What follows belongs to an exercise in optimizing a design on an open flow for small area and a short achievable clock period; a production flow would make more cautious choices.
RTL that was checked went through simulation tests only; none was proved equivalent to the original.

==> 11-04: inputs <==
## div32p2
module div32p2(
    input  wire [63:0] x,
    input  wire [31:0] d,
    output wire [31:0] q,
    output wire [31:0] r,
    input  wire        clk,
    input  wire        rstn);
clock: 95.0 ns
lec_check: 0
abc_area: 1
cap_margin: 20
core_margin: 2
core_utilization: 45
gpl_timing_driven: 0
place_density: 0.6
slew_margin: 20
synth_hierarchical: 1
run.sh (not shown) runs the stock make flow with config.mk's settings and CLKGATE_MAP_FILE= SYNTH_SCRIPT=/design/flow/synth_recipe.tcl, a recipe that flattens the netlist after the stock synthesis.
==> 05-20 (differences from 11-04) <==
--- a/flow/design.v
+++ b/flow/design.v
@@ -6,13 +6,13 @@
     output wire        q,
     output wire [31:0] pn);
     wire [32:0] r_a = {p, b};
     wire [32:0] r_bb = {1'b0, d};
     wire [32:0] r_g = r_a & ~r_bb;
     wire [32:0] r_t = r_a | ~r_bb;
-    wire r_G1 = r_g[1] | (r_t[1] & r_a[0]) | (r_t[1] & ~r_bb[0]);
+    wire r_G1 = r_g[1] | (r_t[1] & r_t[0]);
     wire r_G2 = r_g[3] | (r_t[3] & r_g[2]);
     wire r_P2 = r_t[3] & r_t[2];
     wire r_G3 = r_g[5] | (r_t[5] & r_g[4]);
     wire r_P3 = r_t[5] & r_t[4];
     wire r_G4 = r_g[7] | (r_t[7] & r_g[6]);
     wire r_P4 = r_t[7] & r_t[6];
@@ -74,49 +74,32 @@
     wire r_G37 = r_G5 | (r_P5 & r_G25);
     wire r_G38 = r_G7 | (r_P7 & r_G33);
     wire r_G39 = r_G9 | (r_P9 & r_G29);
     wire r_G40 = r_G11 | (r_P11 & r_G34);
     wire r_G41 = r_G13 | (r_P13 & r_G32);
     wire r_G42 = r_G15 | (r_P15 & r_G35);
-    wire [32:0] r_c = {r_G31, r_g[30], r_G42, r_g[28], r_G35, r_g[26], r_G41, r_g[24], r_G32, r_g[22], r_G40, r_g[20], r_G34, r_g[18], r_G39, r_g[16], r_G29, r_g[14], r_G38, r_g[12], r_G33, r_g[10], r_G37, r_g[8], r_G25, r_g[6], r_G36, r_g[4], r_G17, r_g[2], r_G1, r_t[0], 1'b1};
-    wire r_s0 = (r_a[0] ^ 1'b1) ^ ~r_bb[0];
-    wire r_s1 = (r_a[1] ^ (1'b1 ? r_t[0] : r_g[0])) ^ ~r_bb[1];
-    wire r_s2 = (r_a[2] ^ r_G1) ^ ~r_bb[2];
-    wire r_s3 = (r_a[3] ^ (r_G1 ? r_t[2] : r_g[2])) ^ ~r_bb[3];
-    wire r_s4 = (r_a[4] ^ r_G17) ^ ~r_bb[4];
-    wire r_s5 = (r_a[5] ^ (r_G17 ? r_t[4] : r_g[4])) ^ ~r_bb[5];
-    wire r_s6 = (r_a[6] ^ r_G36) ^ ~r_bb[6];
-    wire r_s7 = (r_a[7] ^ (r_G36 ? r_t[6] : r_g[6])) ^ ~r_bb[7];
-    wire r_s8 = (r_a[8] ^ r_G25) ^ ~r_bb[8];
-    wire r_s9 = (r_a[9] ^ (r_G25 ? r_t[8] : r_g[8])) ^ ~r_bb[9];
-    wire r_s10 = (r_a[10] ^ r_G37) ^ ~r_bb[10];
-    wire r_s11 = (r_a[11] ^ (r_G37 ? r_t[10] : r_g[10])) ^ ~r_bb[11];
-    wire r_s12 = (r_a[12] ^ r_G33) ^ ~r_bb[12];
-    wire r_s13 = (r_a[13] ^ (r_G33 ? r_t[12] : r_g[12])) ^ ~r_bb[13];
-    wire r_s14 = (r_a[14] ^ r_G38) ^ ~r_bb[14];
-    wire r_s15 = (r_a[15] ^ (r_G38 ? r_t[14] : r_g[14])) ^ ~r_bb[15];
-    wire r_s16 = (r_a[16] ^ r_G29) ^ ~r_bb[16];
-    wire r_s17 = (r_a[17] ^ (r_G29 ? r_t[16] : r_g[16])) ^ ~r_bb[17];
-    wire r_s18 = (r_a[18] ^ r_G39) ^ ~r_bb[18];
-    wire r_s19 = (r_a[19] ^ (r_G39 ? r_t[18] : r_g[18])) ^ ~r_bb[19];
-    wire r_s20 = (r_a[20] ^ r_G34) ^ ~r_bb[20];
-    wire r_s21 = (r_a[21] ^ (r_G34 ? r_t[20] : r_g[20])) ^ ~r_bb[21];
-    wire r_s22 = (r_a[22] ^ r_G40) ^ ~r_bb[22];
-    wire r_s23 = (r_a[23] ^ (r_G40 ? r_t[22] : r_g[22])) ^ ~r_bb[23];
-    wire r_s24 = (r_a[24] ^ r_G32) ^ ~r_bb[24];
-    wire r_s25 = (r_a[25] ^ (r_G32 ? r_t[24] : r_g[24])) ^ ~r_bb[25];
-    wire r_s26 = (r_a[26] ^ r_G41) ^ ~r_bb[26];
-    wire r_s27 = (r_a[27] ^ (r_G41 ? r_t[26] : r_g[26])) ^ ~r_bb[27];
-    wire r_s28 = (r_a[28] ^ r_G35) ^ ~r_bb[28];
-    wire r_s29 = (r_a[29] ^ (r_G35 ? r_t[28] : r_g[28])) ^ ~r_bb[29];
-    wire r_s30 = (r_a[30] ^ r_G42) ^ ~r_bb[30];
-    wire r_s31 = (r_a[31] ^ (r_G42 ? r_t[30] : r_g[30])) ^ ~r_bb[31];
-    wire r_s32 = (r_a[32] ^ r_G31) ^ ~r_bb[32];
-    wire [32:0] r_s = {r_s32, r_s31, r_s30, r_s29, r_s28, r_s27, r_s26, r_s25, r_s24, r_s23, r_s22, r_s21, r_s20, r_s19, r_s18, r_s17, r_s16, r_s15, r_s14, r_s13, r_s12, r_s11, r_s10, r_s9, r_s8, r_s7, r_s6, r_s5, r_s4, r_s3, r_s2, r_s1, r_s0};
-    wire r_q = ~r_s[32];
-    wire [31:0] r_pn = r_q ? r_s[31:0] : r_a[31:0];
+    wire r_G43 = r_g[2] | (r_t[2] & r_G1);
+    wire r_G44 = r_g[4] | (r_t[4] & r_G17);
+    wire r_G45 = r_g[6] | (r_t[6] & r_G36);
+    wire r_G46 = r_g[8] | (r_t[8] & r_G25);
+    wire r_G47 = r_g[10] | (r_t[10] & r_G37);
+    wire r_G48 = r_g[12] | (r_t[12] & r_G33);
+    wire r_G49 = r_g[14] | (r_t[14] & r_G38);
+    wire r_G50 = r_g[16] | (r_t[16] & r_G29);
+    wire r_G51 = r_g[18] | (r_t[18] & r_G39);
+    wire r_G52 = r_g[20] | (r_t[20] & r_G34);
+    wire r_G53 = r_g[22] | (r_t[22] & r_G40);
+    wire r_G54 = r_g[24] | (r_t[24] & r_G32);
+    wire r_G55 = r_g[26] | (r_t[26] & r_G41);
+    wire r_G56 = r_g[28] | (r_t[28] & r_G35);
+    wire r_G57 = r_g[30] | (r_t[30] & r_G42);
+    wire r_G58 = r_g[32] | (r_t[32] & r_G31);
+    wire [32:0] r_c = {r_G31, r_G57, r_G42, r_G56, r_G35, r_G55, r_G41, r_G54, r_G32, r_G53, r_G40, r_G52, r_G34, r_G51, r_G39, r_G50, r_G29, r_G49, r_G38, r_G48, r_G33, r_G47, r_G37, r_G46, r_G25, r_G45, r_G36, r_G44, r_G17, r_G43, r_G1, r_t[0], 1'b1};
+    wire [32:0] r_s = (r_a ^ r_c) ^ ~r_bb;
+    wire r_q = r_a[32] ^ r_c[32];
+    wire [31:0] r_pn = r_a[31:0] ^ ({32{r_q}} & ~(r_bb[31:0] ^ r_c[31:0]));
     assign q = r_q;
     assign pn = r_pn;
 endmodule
 module div32p2(
     input  wire [63:0] x,
     input  wire [31:0] d,
==> 06-12 (differences from 11-04) <==
--- a/flow/design.v
+++ b/flow/design.v
@@ -6,13 +6,13 @@
     output wire        q,
     output wire [31:0] pn);
     wire [32:0] r_a = {p, b};
     wire [32:0] r_bb = {1'b0, d};
     wire [32:0] r_g = r_a & ~r_bb;
     wire [32:0] r_t = r_a | ~r_bb;
-    wire r_G1 = r_g[1] | (r_t[1] & r_a[0]) | (r_t[1] & ~r_bb[0]);
+    wire r_G1 = r_g[1] | (r_t[1] & r_t[0]);
     wire r_G2 = r_g[3] | (r_t[3] & r_g[2]);
     wire r_P2 = r_t[3] & r_t[2];
     wire r_G3 = r_g[5] | (r_t[5] & r_g[4]);
     wire r_P3 = r_t[5] & r_t[4];
     wire r_G4 = r_g[7] | (r_t[7] & r_g[6]);
     wire r_P4 = r_t[7] & r_t[6];
@@ -74,47 +74,30 @@
     wire r_G37 = r_G5 | (r_P5 & r_G25);
     wire r_G38 = r_G7 | (r_P7 & r_G33);
     wire r_G39 = r_G9 | (r_P9 & r_G29);
     wire r_G40 = r_G11 | (r_P11 & r_G34);
     wire r_G41 = r_G13 | (r_P13 & r_G32);
     wire r_G42 = r_G15 | (r_P15 & r_G35);
-    wire [32:0] r_c = {r_G31, r_g[30], r_G42, r_g[28], r_G35, r_g[26], r_G41, r_g[24], r_G32, r_g[22], r_G40, r_g[20], r_G34, r_g[18], r_G39, r_g[16], r_G29, r_g[14], r_G38, r_g[12], r_G33, r_g[10], r_G37, r_g[8], r_G25, r_g[6], r_G36, r_g[4], r_G17, r_g[2], r_G1, r_t[0], 1'b1};
-    wire r_s0 = (r_a[0] ^ 1'b1) ^ ~r_bb[0];
-    wire r_s1 = (r_a[1] ^ (1'b1 ? r_t[0] : r_g[0])) ^ ~r_bb[1];
-    wire r_s2 = (r_a[2] ^ r_G1) ^ ~r_bb[2];
-    wire r_s3 = (r_a[3] ^ (r_G1 ? r_t[2] : r_g[2])) ^ ~r_bb[3];
-    wire r_s4 = (r_a[4] ^ r_G17) ^ ~r_bb[4];
-    wire r_s5 = (r_a[5] ^ (r_G17 ? r_t[4] : r_g[4])) ^ ~r_bb[5];
-    wire r_s6 = (r_a[6] ^ r_G36) ^ ~r_bb[6];
-    wire r_s7 = (r_a[7] ^ (r_G36 ? r_t[6] : r_g[6])) ^ ~r_bb[7];
-    wire r_s8 = (r_a[8] ^ r_G25) ^ ~r_bb[8];
-    wire r_s9 = (r_a[9] ^ (r_G25 ? r_t[8] : r_g[8])) ^ ~r_bb[9];
-    wire r_s10 = (r_a[10] ^ r_G37) ^ ~r_bb[10];
-    wire r_s11 = (r_a[11] ^ (r_G37 ? r_t[10] : r_g[10])) ^ ~r_bb[11];
-    wire r_s12 = (r_a[12] ^ r_G33) ^ ~r_bb[12];
-    wire r_s13 = (r_a[13] ^ (r_G33 ? r_t[12] : r_g[12])) ^ ~r_bb[13];
-    wire r_s14 = (r_a[14] ^ r_G38) ^ ~r_bb[14];
-    wire r_s15 = (r_a[15] ^ (r_G38 ? r_t[14] : r_g[14])) ^ ~r_bb[15];
-    wire r_s16 = (r_a[16] ^ r_G29) ^ ~r_bb[16];
-    wire r_s17 = (r_a[17] ^ (r_G29 ? r_t[16] : r_g[16])) ^ ~r_bb[17];
-    wire r_s18 = (r_a[18] ^ r_G39) ^ ~r_bb[18];
-    wire r_s19 = (r_a[19] ^ (r_G39 ? r_t[18] : r_g[18])) ^ ~r_bb[19];
-    wire r_s20 = (r_a[20] ^ r_G34) ^ ~r_bb[20];
-    wire r_s21 = (r_a[21] ^ (r_G34 ? r_t[20] : r_g[20])) ^ ~r_bb[21];
-    wire r_s22 = (r_a[22] ^ r_G40) ^ ~r_bb[22];
-    wire r_s23 = (r_a[23] ^ (r_G40 ? r_t[22] : r_g[22])) ^ ~r_bb[23];
-    wire r_s24 = (r_a[24] ^ r_G32) ^ ~r_bb[24];
-    wire r_s25 = (r_a[25] ^ (r_G32 ? r_t[24] : r_g[24])) ^ ~r_bb[25];
-    wire r_s26 = (r_a[26] ^ r_G41) ^ ~r_bb[26];
-    wire r_s27 = (r_a[27] ^ (r_G41 ? r_t[26] : r_g[26])) ^ ~r_bb[27];
-    wire r_s28 = (r_a[28] ^ r_G35) ^ ~r_bb[28];
-    wire r_s29 = (r_a[29] ^ (r_G35 ? r_t[28] : r_g[28])) ^ ~r_bb[29];
-    wire r_s30 = (r_a[30] ^ r_G42) ^ ~r_bb[30];
-    wire r_s31 = (r_a[31] ^ (r_G42 ? r_t[30] : r_g[30])) ^ ~r_bb[31];
-    wire r_s32 = (r_a[32] ^ r_G31) ^ ~r_bb[32];
-    wire [32:0] r_s = {r_s32, r_s31, r_s30, r_s29, r_s28, r_s27, r_s26, r_s25, r_s24, r_s23, r_s22, r_s21, r_s20, r_s19, r_s18, r_s17, r_s16, r_s15, r_s14, r_s13, r_s12, r_s11, r_s10, r_s9, r_s8, r_s7, r_s6, r_s5, r_s4, r_s3, r_s2, r_s1, r_s0};
+    wire r_G43 = r_g[2] | (r_t[2] & r_G1);
+    wire r_G44 = r_g[4] | (r_t[4] & r_G17);
+    wire r_G45 = r_g[6] | (r_t[6] & r_G36);
+    wire r_G46 = r_g[8] | (r_t[8] & r_G25);
+    wire r_G47 = r_g[10] | (r_t[10] & r_G37);
+    wire r_G48 = r_g[12] | (r_t[12] & r_G33);
+    wire r_G49 = r_g[14] | (r_t[14] & r_G38);
+    wire r_G50 = r_g[16] | (r_t[16] & r_G29);
+    wire r_G51 = r_g[18] | (r_t[18] & r_G39);
+    wire r_G52 = r_g[20] | (r_t[20] & r_G34);
+    wire r_G53 = r_g[22] | (r_t[22] & r_G40);
+    wire r_G54 = r_g[24] | (r_t[24] & r_G32);
+    wire r_G55 = r_g[26] | (r_t[26] & r_G41);
+    wire r_G56 = r_g[28] | (r_t[28] & r_G35);
+    wire r_G57 = r_g[30] | (r_t[30] & r_G42);
+    wire r_G58 = r_g[32] | (r_t[32] & r_G31);
+    wire [32:0] r_c = {r_G31, r_G57, r_G42, r_G56, r_G35, r_G55, r_G41, r_G54, r_G32, r_G53, r_G40, r_G52, r_G34, r_G51, r_G39, r_G50, r_G29, r_G49, r_G38, r_G48, r_G33, r_G47, r_G37, r_G46, r_G25, r_G45, r_G36, r_G44, r_G17, r_G43, r_G1, r_t[0], 1'b1};
+    wire [32:0] r_s = (r_a ^ r_c) ^ ~r_bb;
     wire r_q = ~r_s[32];
     wire [31:0] r_pn = r_q ? r_s[31:0] : r_a[31:0];
     assign q = r_q;
     assign pn = r_pn;
 endmodule
 module div32p2(
Settings changed: GPL_TIMING_DRIVEN 0 to unset.
==> qor.csv <==
stage,metric,value,unit
setup_path,"Max stage delay cell, worst path",dfxtp_1,
final_layout,P&R area growth vs syn,8.04,%
route,wire length on met2,90700,um
floorplan,core box area,143000,um^2
final_layout,non-clock buffer count,387,
route,WL final,196000,um
yosys,complex-gate fraction of the synthesized area,0.145,
global_routing,first-pass GRT wire length,322000,um
route,metal1 wirelength,93200,um
place,Placed Cells,15100,
final_layout,Finished Cell Area,70100,um^2
route,DR top layer,met4,
timing,hold_ws,0.321,ns
setup_path,Critical Path Sink,p2[19],
run_status,status,"complete, no violations",
Source of the figures above: 11-04

==> qor.csv <==
stage,metric,value,unit
final_layout,non-clock buffer count,278,
global_routing,first-pass GRT wire length,278000,um
timing,hold_ws,0.333,ns
route,WL final,163000,um
route,DR top layer,met4,
yosys,complex-gate fraction of the synthesized area,0.113,
final_layout,Finished Cell Area,67000,um^2
final_layout,P&R area growth vs syn,7.86,%
place,Placed Cells,13300,
setup_path,Critical Path Sink,p2[20],
run_status,status,"complete, no violations",
floorplan,core box area,137000,um^2
Source of the figures above: 05-20

==> qor.csv <==
stage,metric,value,unit
global_routing,first-pass GRT wire length,346000,um
place,Placed Cells,14100,
route,wire length on met2,97000,um
floorplan,core box area,147000,um^2
yosys,complex-gate fraction of the synthesized area,0.0744,
setup_path,"Max stage delay cell, worst path",dfxtp_4,
route,WL final,216000,um
route,DR top layer,met5,
run_status,status,"complete, no violations",
Source of the figures above: 06-12

Function not checked in 11-04 and 05-20: the RTL went through the layout flow alone.

-- port drivers added, routing unchanged --
The results above use ideal ports. As a check the final layouts listed here were re-extracted and re-timed, cells and wires unchanged. Step 1 assumes that a clkbuf_16 drives the clock port and a buf_2 every other input. Step 2 times the ports against the registers' clock, not the clock port: input delays grow and output delays shrink by t, the midpoint of the rising clock arrivals with the driver on. a / b / c = ideal / step 1 / step 2; a / b = the first two.
run | t (ns) | slack for setup (ns) | hold slack, ns | latest minus earliest clock arrival (ns) | pins driven straight from the clock port
11-04 | 0.617 | 60.514 / 60.514 / 60.514 | 0.321 / 0.321 / 0.321 | 0.040 / 0.041 | 1
05-20 | 0.615 | 56.801 / 56.801 / 56.801 | 0.333 / 0.333 / 0.333 | 0.026 / 0.025 | 1
06-12 | 0.635 | 48.545 / 48.545 / 48.545 | 0.336 / 0.336 / 0.336 | 0.036 / 0.036 | 1
After both steps setup and hold are still met in every run listed.
